From an optimization exercise on the open Yosys and OpenROAD flow, aimed at small area, a short achievable clock period and few clock cycles; shortcuts taken in it are not production practice. RTL that was checked went through simulation tests only; none was proved equivalent to the original.

== run A ==
// sparse_mac_top
module sparse_mac_top
#(
    parameter int NUM_DECODERS = 2,
    parameter int VALUE_W = 16,
    parameter int INDEX_W = 16,
    parameter int DECODER_FIFO_DEPTH = 16,
    parameter int ACCUM_W = 32
)
(
    input mac_clk,
    input mac_rst,
    input [NUM_DECODERS-1:0] sram_valid_i,
    output [NUM_DECODERS-1:0] sram_ready_o,
    input [NUM_DECODERS*(1+VALUE_W+INDEX_W)-1:0] sram_data_i,
    output mac_valid_o,
    output [ACCUM_W-1:0] mac_data_o
);
For scale: roughly 1600 cells after synthesis, ~180 flip-flops, about 110 I/O pins, ~17000 µm² of cells after synthesis.
==> flow/config.mk <==
export PLATFORM = sky130hd
export DESIGN_NAME = sparse_mac_top
export DESIGN_NICKNAME = sparse_mac_top
export VERILOG_FILES = /design/flow/design.v
export SDC_FILE = /design/flow/constraint.sdc
export NUM_CORES = 4
export LEC_CHECK = 0
export CAP_MARGIN = 20
export CORE_MARGIN = 2
export CORE_UTILIZATION = 40
export CTS_BUF_LIST = sky130_fd_sc_hd__clkbuf_4 sky130_fd_sc_hd__clkbuf_8
export SETUP_SLACK_MARGIN = 3.9
export SLEW_MARGIN = 20
export SYNTH_HIERARCHICAL = 1
==> flow/constraint.sdc <==
create_clock -name core_clock -period 7.0 [get_ports {mac_clk}]
set_input_delay 1.4000 -clock core_clock [delete_from_list [all_inputs] [get_ports {mac_clk}]]
set_output_delay 1.4000 -clock core_clock [all_outputs]
set_load 0.01 [all_outputs]
standard.sh (not shown) runs the stock make flow with config.mk's settings and CLKGATE_MAP_FILE= SYNTH_SCRIPT=/design/flow/synth_recipe.tcl, a recipe that flattens the netlist after the stock synthesis.
==> flow/flow/run.sh <==
#!/bin/bash
set -euo pipefail
export BUFFER_PORTS_ARGS="-buffer_cell sky130_fd_sc_hd__buf_2"
bash standard.sh finish > flow_make.log 2>&1
Testbench counts of run A, summed over its fixed seeds: cycles 7,526.
For run B, these inputs were changed with respect to run A:
Settings: SETUP_SLACK_MARGIN: 3.9 -> 3.5.
## What came out
Compared to run A, run B has final wirelength 8.2% lower.
Of run B and run A, it is run B that has the lower met1 layer wirelength in the final routing.
Worst slew margin relative to its limit on run B is up relative to run A.
Estimated wirelength of the detail-placed design: run B vs run A down 420 µm
Per the comparison of run B with run A, register-to-register slack lost 280 ps.
### run B -> run C
Settings: a change of SETUP_SLACK_MARGIN from 3.5 to 4.05.
==> summary.txt <==
Having completed the whole flow, run C delivered a layout that passed the timing, DRC and antenna checks.
Run B -> run C: footprint of the flip-flops and latches increased by a few percent
Comparing run B with run C, the clock transition at the register clock pins on the worst setup and hold paths after CTS came out essentially unchanged.
Run C vs run B, setup slack went up by 340 ps.
On placed cell count, run C and run B are neck and neck.
Against run B as the reference, run C delivers a higher area added between synthesis and finish.
Comparing run C and run B, the higher antenna cell count is on run B.
What run D does differently from run C at the input level:
Settings: SETUP_SLACK_MARGIN now 3.75, was 4.05.
Notes after the runs:
Run D: PASS, flow complete, no timing, DRC or antenna violations. Summary of run D over run C: wire length now smaller, setup slack decreased 110 ps, count of cells resized by post-cts repair went down.

========
## try-garnet
sparse_mac_top, a different RTL version from the one above (not shown whole).
Size in the first run: about 1,500 cells after synthesis, roughly 180 flip-flops, ~110 I/O pins, ~0.016 mm² of cells after synthesis.
==> flow/config.mk <==
export PLATFORM = sky130hd
export DESIGN_NAME = sparse_mac_top
export DESIGN_NICKNAME = sparse_mac_top
export VERILOG_FILES = /design/flow/design.v
export SDC_FILE = /design/flow/constraint.sdc
export NUM_CORES = 4
export LEC_CHECK = 0
export CAP_MARGIN = 20
export CORE_MARGIN = 2
export CORE_UTILIZATION = 40
export CTS_BUF_LIST = sky130_fd_sc_hd__clkbuf_4 sky130_fd_sc_hd__clkbuf_8
export GPL_ROUTABILITY_DRIVEN = 0
export SETUP_SLACK_MARGIN = 3.6
export SLEW_MARGIN = 20
export SYNTH_HIERARCHICAL = 1
==> flow/constraint.sdc <==
create_clock -name core_clock -period 7.0 [get_ports {mac_clk}]
set_input_delay 1.4000 -clock core_clock [delete_from_list [all_inputs] [get_ports {mac_clk}]]
set_output_delay 1.4000 -clock core_clock [all_outputs]
set_load 0.01 [all_outputs]
Scripts as last shown in full above: flow/flow/run.sh
Testbench counts of try-garnet, summed over its fixed seeds: cycles 7,526.
--- input diff try-garnet..try-zinc ---
-- flow/config.mk --
<<< try-garnet, line 12
export GPL_ROUTABILITY_DRIVEN = 0
>>> try-zinc, line 12
<<< try-garnet, line 16
>>> try-zinc, line 15
export TNS_END_PERCENT = 0
==> summary.txt <==
Core utilization, try-zinc and try-garnet: larger value in try-garnet. The fraction of the cycle the final worst path needs number comes out higher for try-zinc vs try-garnet. For cell area after placement, try-zinc and try-garnet come out practically identical. The total number of multi-input combinational cells was comparable across try-zinc and try-garnet. try-zinc vs try-garnet — total wirelength of the detailed-routed design dropped about 0.4%. try-zinc has hold slack below what try-garnet had.
Input-level comparison between try-fjord and try-zinc:
-- flow/config.mk --
<<< try-zinc, line 15
export TNS_END_PERCENT = 0
>>> try-fjord, line 15
export TNS_END_PERCENT = 20
Notes after the runs:
Looking at endpoint required time on the critical path, try-fjord sits 30 ps above try-zinc.
Looking at try-fjord and try-zinc, the average via count per standard cell is a wash.
try-fjord -> try-zinc: share of cell area taken by flip-flops and latches flat
Count of plain and timing-repair buffers in the layout sits higher in try-fjord than in try-zinc.
try-fjord reports its worst setup path startpoint as sram_data_i[0] while try-zinc reports hval0[12]$_DFFE_PP_.
Compared try-fjord against try-zinc; global-route usage within noise.
Area added between synthesis and finish was higher in the run labelled try-fjord.
Comparing try-fjord and try-zinc, the lower number of nets in the layout is on try-zinc.
Looking at sum of met3 wire segment lengths after detailed routing, try-fjord sits 160 µm lower than try-zinc does.

========
Setup of east:
sparse_mac_top, a different RTL version from the one above (not shown whole).
Size: about 160 flip-flops.
Design sparse_mac_top, start of the top module:
module sparse_mac_top
#(
    parameter int NUM_DECODERS = 2,
    parameter int VALUE_W = 16,
    parameter int INDEX_W = 16,
    parameter int DECODER_FIFO_DEPTH = 16,
    parameter int ACCUM_W = 32
)
(
    input mac_clk,
    input mac_rst,
    input [NUM_DECODERS-1:0] sram_valid_i,
    output [NUM_DECODERS-1:0] sram_ready_o,
    input [NUM_DECODERS*(1+VALUE_W+INDEX_W)-1:0] sram_data_i,
    output mac_valid_o,
    output [ACCUM_W-1:0] mac_data_o
);
Settings: LEC_CHECK=0, CAP_MARGIN=20, CORE_MARGIN=2, CORE_UTILIZATION=40, SETUP_SLACK_MARGIN=3.3, SLEW_MARGIN=20, SYNTH_HIERARCHICAL=1; clock period 7.0 ns.
run.sh (not shown) runs the stock make flow with config.mk's settings and CLKGATE_MAP_FILE= SYNTH_SCRIPT=/design/flow/synth_recipe.tcl, a recipe that flattens the netlist after the stock synthesis.
Stock flow here: none of the scripts above is used.
east: no failed stages, no open violations at the end
### east -> middle
- SETUP_SLACK_MARGIN: 3.3 -> 3.0
==> summary.txt <==
- middle completed every stage of the flow, and the final layout passed the timing, DRC and antenna checks.
- Compared with east, middle shows a higher final cell count without fillers.
- Changes observed in middle relative to east: wire length reported by the detailed router now sits higher; design area +0.30%.
- Total of plain and repair buffers excluding clock buffers (middle vs. east) increases by more than 10%
- Per the comparison of middle with east, largest fanout on the critical path increased by 4 relative to the old numbers; clock buffer instance count of the final layout decreased by 3 relative to the old numbers.
No functional check of the RTL was part of any run of this note.

========
sparse_mac_top, a different RTL version from the one above (not shown whole).
Size in the first run: roughly 1500 cells after synthesis, ~160 flip-flops, ~110 I/O pins.
Settings: LEC_CHECK=0, CAP_MARGIN=20, CORE_MARGIN=2, CORE_UTILIZATION=40, SETUP_SLACK_MARGIN=3.0, SLEW_MARGIN=20, SYNTH_HIERARCHICAL=1; clock period 7.0 ns.
standard.sh (not shown) runs the stock make flow with config.mk's settings and CLKGATE_MAP_FILE= SYNTH_SCRIPT=/design/flow/synth_recipe.tcl, a recipe that flattens the netlist after the stock synthesis.
==> flow/flow/run.sh <==
#!/bin/bash
set -euo pipefail
export BUFFER_PORTS_ARGS="-buffer_cell sky130_fd_sc_hd__buf_2"
export RECOVER_POWER=100
bash standard.sh finish > flow_make.log 2>&1
The first run reached the layout checks and failed them: max-capacitance violations, max-slew violations.
Testbench counts at the start, summed over its fixed seeds: cycles 7,526.
Edit:
==> flow/run.sh (new file) <==
#!/bin/bash
# synth_recipe.tcl (not shown) runs the flow's synth.tcl, then flattens the netlist and writes it again
# the make line also repeats each setting of config.mk as NAME=value (left out here)
make -C /OpenROAD-flow-scripts/flow DESIGN_CONFIG=/design/flow/config.mk WORK_HOME=/design/flow/orfs CLKGATE_MAP_FILE= SYNTH_SCRIPT=/design/flow/synth_recipe.tcl finish
removed: flow/flow/run.sh
removed: flow/standard.sh
After rerunning:
- This time the run ran to the end with no violations
- final cell count stays flat
- routed wire length shrinks by 0.66%
- cell area grows by 3.9%
Edit:
SETUP_SLACK_MARGIN = 3.5   (was 3.0)
After rerunning:
- The changed run finished clean
- maximum frequency rises by 1.1%
- clock skew rises by 6.9 ps
- worst setup slack improved by 44 ps
- first-iteration DRC count falls by about 19%
- non-clock buffer count rises by 98
- design area rises by 9.7%
- critical path depth falls by 2
- die area does not change
- count of clock-buffer cells in the layout rises by 1
- flip-flop and latch count does not change
Edit:
==> flow/flow/run.sh (new file) <==
#!/bin/bash
set -euo pipefail
export BUFFER_PORTS_ARGS="-buffer_cell sky130_fd_sc_hd__buf_2"
bash standard.sh finish > flow_make.log 2>&1
==> flow/standard.sh (new file) <==
#!/bin/bash
# synth_recipe.tcl (not shown) runs the flow's synth.tcl, then flattens the netlist and writes it again
# the make line also repeats each setting of config.mk as NAME=value (left out here)
make -C /OpenROAD-flow-scripts/flow DESIGN_CONFIG=/design/flow/config.mk WORK_HOME=/design/flow/orfs CLKGATE_MAP_FILE= SYNTH_SCRIPT=/design/flow/synth_recipe.tcl "${@:-finish}"
SETUP_SLACK_MARGIN = 3.0   (was 3.5)
removed: flow/run.sh
Result:
- via count shrinks by a few percent
- maximum frequency shrinks slightly
- clock-buffer cell count shrinks by 1
- worst hold slack degrades by 15 ps
- worst setup slack degrades by 39 ps
- cell count shrinks by a few percent
- wire length shrinks by a few percent
- area after synthesis is unchanged
- non-clock buffer count shrinks by 103

========
sparse_mac_top, a different RTL version from the one above (not shown whole).
Size in the first run: ~1,500 cells after synthesis, ~160 flip-flops, ~110 I/O pins, roughly 16,000 µm² of cells after synthesis.
// sparse_mac_top
module sparse_mac_top
#(
    parameter int NUM_DECODERS = 2,
    parameter int VALUE_W = 16,
    parameter int INDEX_W = 16,
    parameter int DECODER_FIFO_DEPTH = 16,
    parameter int ACCUM_W = 32
)
(
    input mac_clk,
    input mac_rst,
    input [NUM_DECODERS-1:0] sram_valid_i,
    output [NUM_DECODERS-1:0] sram_ready_o,
    input [NUM_DECODERS*(1+VALUE_W+INDEX_W)-1:0] sram_data_i,
    output mac_valid_o,
    output [ACCUM_W-1:0] mac_data_o
);
localparam int DATA_W = 1 + VALUE_W + INDEX_W;
logic [INDEX_W-1:0] skip0, skip1;
logic [VALUE_W-1:0] val0, val1;
logic in_done0, in_done1;
assign {in_done0, val0, skip0} = sram_data_i[0 +: DATA_W];
assign {in_done1, val1, skip1} = sram_data_i[DATA_W +: DATA_W];
logic hv0, hv1;               
logic hd0, hd1;               
logic [VALUE_W-1:0] hval0;
logic [7:0] b_one, b_two, b_neg;    
logic b_top;                        
logic [INDEX_W:0] diff;       
logic [31:0] acc_s, acc_c;    
logic [31:0] res;             
logic mq;                     
logic fin, both, d_zero, d_neg, pop0, pop1, match, take0, take1;
assign fin    = (hv0 & hd0) | (hv1 & hd1);
assign both   = hv0 & hv1 & ~fin;
assign d_zero = (diff == '0);
assign d_neg  = diff[INDEX_W];
assign pop0   = both & ~d_neg;
assign pop1   = both & (d_neg | d_zero);
assign match  = both & d_zero;
assign sram_ready_o[0] = ~fin & (~hv0 | pop0);
  ...
clock: 7.0 ns
lec_check: 0
cap_margin: 20
core_margin: 2
core_utilization: 60
setup_slack_margin: 3.3
slew_margin: 20
synth_hierarchical: 1
==> flow/flow/run.sh <==
#!/bin/bash
set -euo pipefail
export BUFFER_PORTS_ARGS="-buffer_cell sky130_fd_sc_hd__buf_2"
bash standard.sh finish > flow_make.log 2>&1
Testbench counts at the start, summed over its fixed seeds: cycles 7,526.
Edit:
- CORE_UTILIZATION: 60 -> 40
- SETUP_SLACK_MARGIN: 3.3 -> 3.6
Hold slack gets worse by 0.037 ns. Cell area grows by 8.6%. Area after synthesis is unchanged. Flip-flop and latch count stays the same. Die area grows by 49%. Worst setup slack gets better by 0.15 ns. Critical path depth shrinks by 2. Count of clock-buffer cells in the layout shrinks by 5.

========
== before ==
sparse_mac_top, a different RTL version from the one above (not shown whole).
For scale: ~110 I/O pins, roughly 0.017 mm² of cells after synthesis.
Settings: LEC_CHECK=0, CAP_MARGIN=20, CORE_MARGIN=2, CORE_UTILIZATION=40, SETUP_SLACK_MARGIN=3.75, SLEW_MARGIN=20, SYNTH_HIERARCHICAL=1; clock period 7.0 ns.
Scripts as last shown in full above: flow/flow/run.sh
diff inputs: before => after
-- flow/config.mk --
<<< before, line 10
export CORE_UTILIZATION = 40
export SETUP_SLACK_MARGIN = 3.75
export SLEW_MARGIN = 20
>>> after, line 10
export CORE_UTILIZATION = 40
export SETUP_SLACK_MARGIN = 3.6
export SLEW_MARGIN = 20
### Flow results
- after vs before — design area dropped 3.5%.
- diff[15] as the critical path endpoint was reported by after, and diff[11] by before.
- before reports its critical-path cell with the highest stage delay as sky130_fd_sc_hd__o41ai_4 while after reports sky130_fd_sc_hd__a311o_1.
- The worst hold slack on after is in line with that on before.
- Going from before to after, number of global-route vias before repair shrinks by about 3%.
- Reported for after and before, final number of setup-violating endpoints turned out identical to the last digit.
- Side by side, count of clock-buffer cells in the layout turned out lower in after than in before.
- Compared to before, the router laid down less metal wire for after.
- For the synthesis-to-finish area growth, after came in 4.1 points lower than before did.
Function was not checked in any run of this note: the RTL went through the layout flow alone.

========
Setup of old:
RTL: one of the versions met above, not the one the previous note started from.
Size in the first run: ~1500 cells after synthesis, roughly 180 flip-flops, roughly 16000 um^2 of cells after synthesis.
clock: 7.0 ns
lec_check: 0
cap_margin: 20
core_margin: 2
core_utilization: 40
setup_slack_margin: 3.5
slew_margin: 20
synth_hierarchical: 1
Scripts as last shown in full above: flow/flow/run.sh
Testbench counts of old, summed over its fixed seeds: cycles 7,526.
Input changes introduced in new (baseline for comparison: old):
- a change of SETUP_SLACK_MARGIN from 3.5 to 3.75
Results
The lower hold slack came out of new.
On post-layout instance count excluding filler cells: between new and old, it ends up lower for old.
Changes observed in new relative to old: global-route congestion overflow total stayed essentially flat; routed wire length rose by 510 um.
Endpoint of the worst setup timing path = diff[10]: new; endpoint of the worst setup timing path = acc_c[10]: old

========
Another version of the RTL of sparse_mac_top (not shown whole).
Size: ~1800 cells after synthesis, ~110 I/O pins.
clock: 7.0 ns
lec_check: 0
cap_margin: 20
core_margin: 2
core_utilization: 40
setup_slack_margin: 4.0
slew_margin: 20
synth_hierarchical: 1
run.sh (not shown) runs the stock make flow with config.mk's settings and CLKGATE_MAP_FILE= SYNTH_SCRIPT=/design/flow/synth_recipe.tcl, a recipe that flattens the netlist after the stock synthesis.
Stock flow here: none of the scripts above is used.
The baseline ran to the end with no violations.
==> next run, changes <==
SETUP_SLACK_MARGIN = 3.0   (was 4.0)
Effect: Sequential share of layout area is higher by 1.7 points. Clock-buffer cell count shrinks by 5. Cell area drops by about 12%. Synthesized cell count does not change. Non-clock buffer count drops by 197. Register-to-register slack got worse by 0.36 ns. Utilization shrinks by 6.3 points. Critical path depth went down by 7.
No run of this note included a check of the RTL's function; only the layout flow was run.

separate check: timing with driven ports:
In the flow no input, the clock included, has a driving cell. The finished layouts below were timed again as built, in two steps. Step 1 (the two cells are an assumption about what drives the block):
set clk [get_ports {mac_clk}]
set_driving_cell -lib_cell sky130_fd_sc_hd__clkbuf_16 $clk
set_driving_cell -lib_cell sky130_fd_sc_hd__buf_2 [delete_from_list [all_inputs] $clk]
Step 2, shift: input delay + t, output delay - t, t = (earliest + latest rising clock arrival at the registers) / 2. This alone moves slack from input paths to output paths. a / b / c = no drivers / after step 1 / after step 2; a / b = the first two.
| run | t (ns) | setup WS [ns] | worst setup path after step 2 | slew at the worst register clock pin (ns) |
|---|---|---|---|---|
| run A | 0.566 | 3.826 / 3.843 / 3.277 | input to register | 0.10 / 0.10 |
| run B | 0.560 | 3.579 / 3.579 / 3.078 | input to register | 0.11 / 0.11 |
| run C | 0.542 | 3.921 / 3.921 / 3.403 | input to register | 0.11 / 0.11 |
| run D | 0.554 | 3.807 / 3.781 / 3.293 | input to register | 0.10 / 0.10 |
| try-garnet | 0.536 | 3.649 / 3.649 / 3.162 | input to register | 0.11 / 0.11 |
| try-zinc | 0.556 | 3.593 / 3.593 / 3.071 | input to register | 0.11 / 0.11 |
| try-fjord | 0.554 | 3.633 / 3.588 / 3.109 | input to register | 0.10 / 0.10 |
| east | 0.492 | 3.191 / 3.191 / 2.704 | input to register | 0.07 / 0.07 |
| middle | 0.499 | 3.025 / 3.025 / 2.596 | input to register | 0.08 / 0.08 |
| the first run of note 4 | 0.506 | 2.408 / 2.408 / 2.306 | input to register | 0.07 / 0.07 |
| the second run of note 4 | 0.497 | 3.091 / 3.120 / 2.622 | input to register | 0.07 / 0.07 |
| the third run of note 4 | 0.501 | 3.135 / 3.135 / 2.892 | input to register | 0.07 / 0.07 |
| the fourth run of note 4 | 0.506 | 3.096 / 3.096 / 2.795 | input to register | 0.07 / 0.07 |
| the first run of note 5 | 0.484 | 3.387 / 3.387 / 2.986 | input to register | 0.07 / 0.07 |
| the second run of note 5 | 0.507 | 3.537 / 3.482 / 3.126 | input to register | 0.08 / 0.08 |
| before | 0.510 | 3.754 / 3.768 / 3.258 | input to register | 0.07 / 0.07 |
| after | 0.508 | 3.640 / 3.656 / 3.163 | input to register | 0.08 / 0.08 |
| old | 0.504 | 3.602 / 3.602 / 3.157 | input to register | 0.08 / 0.08 |
| new | 0.503 | 3.730 / 3.764 / 3.261 | input to register | 0.08 / 0.08 |
| the first run of note 8 | 0.521 | 3.152 / 3.158 / 2.637 | input to register | 0.07 / 0.07 |
| the second run of note 8 | 0.526 | 3.074 / 3.019 / 2.587 | input to register | 0.07 / 0.07 |
The setup slack of run A, which loses most, moves by +0.017 ns with the drivers and by -0.549 ns with both steps.
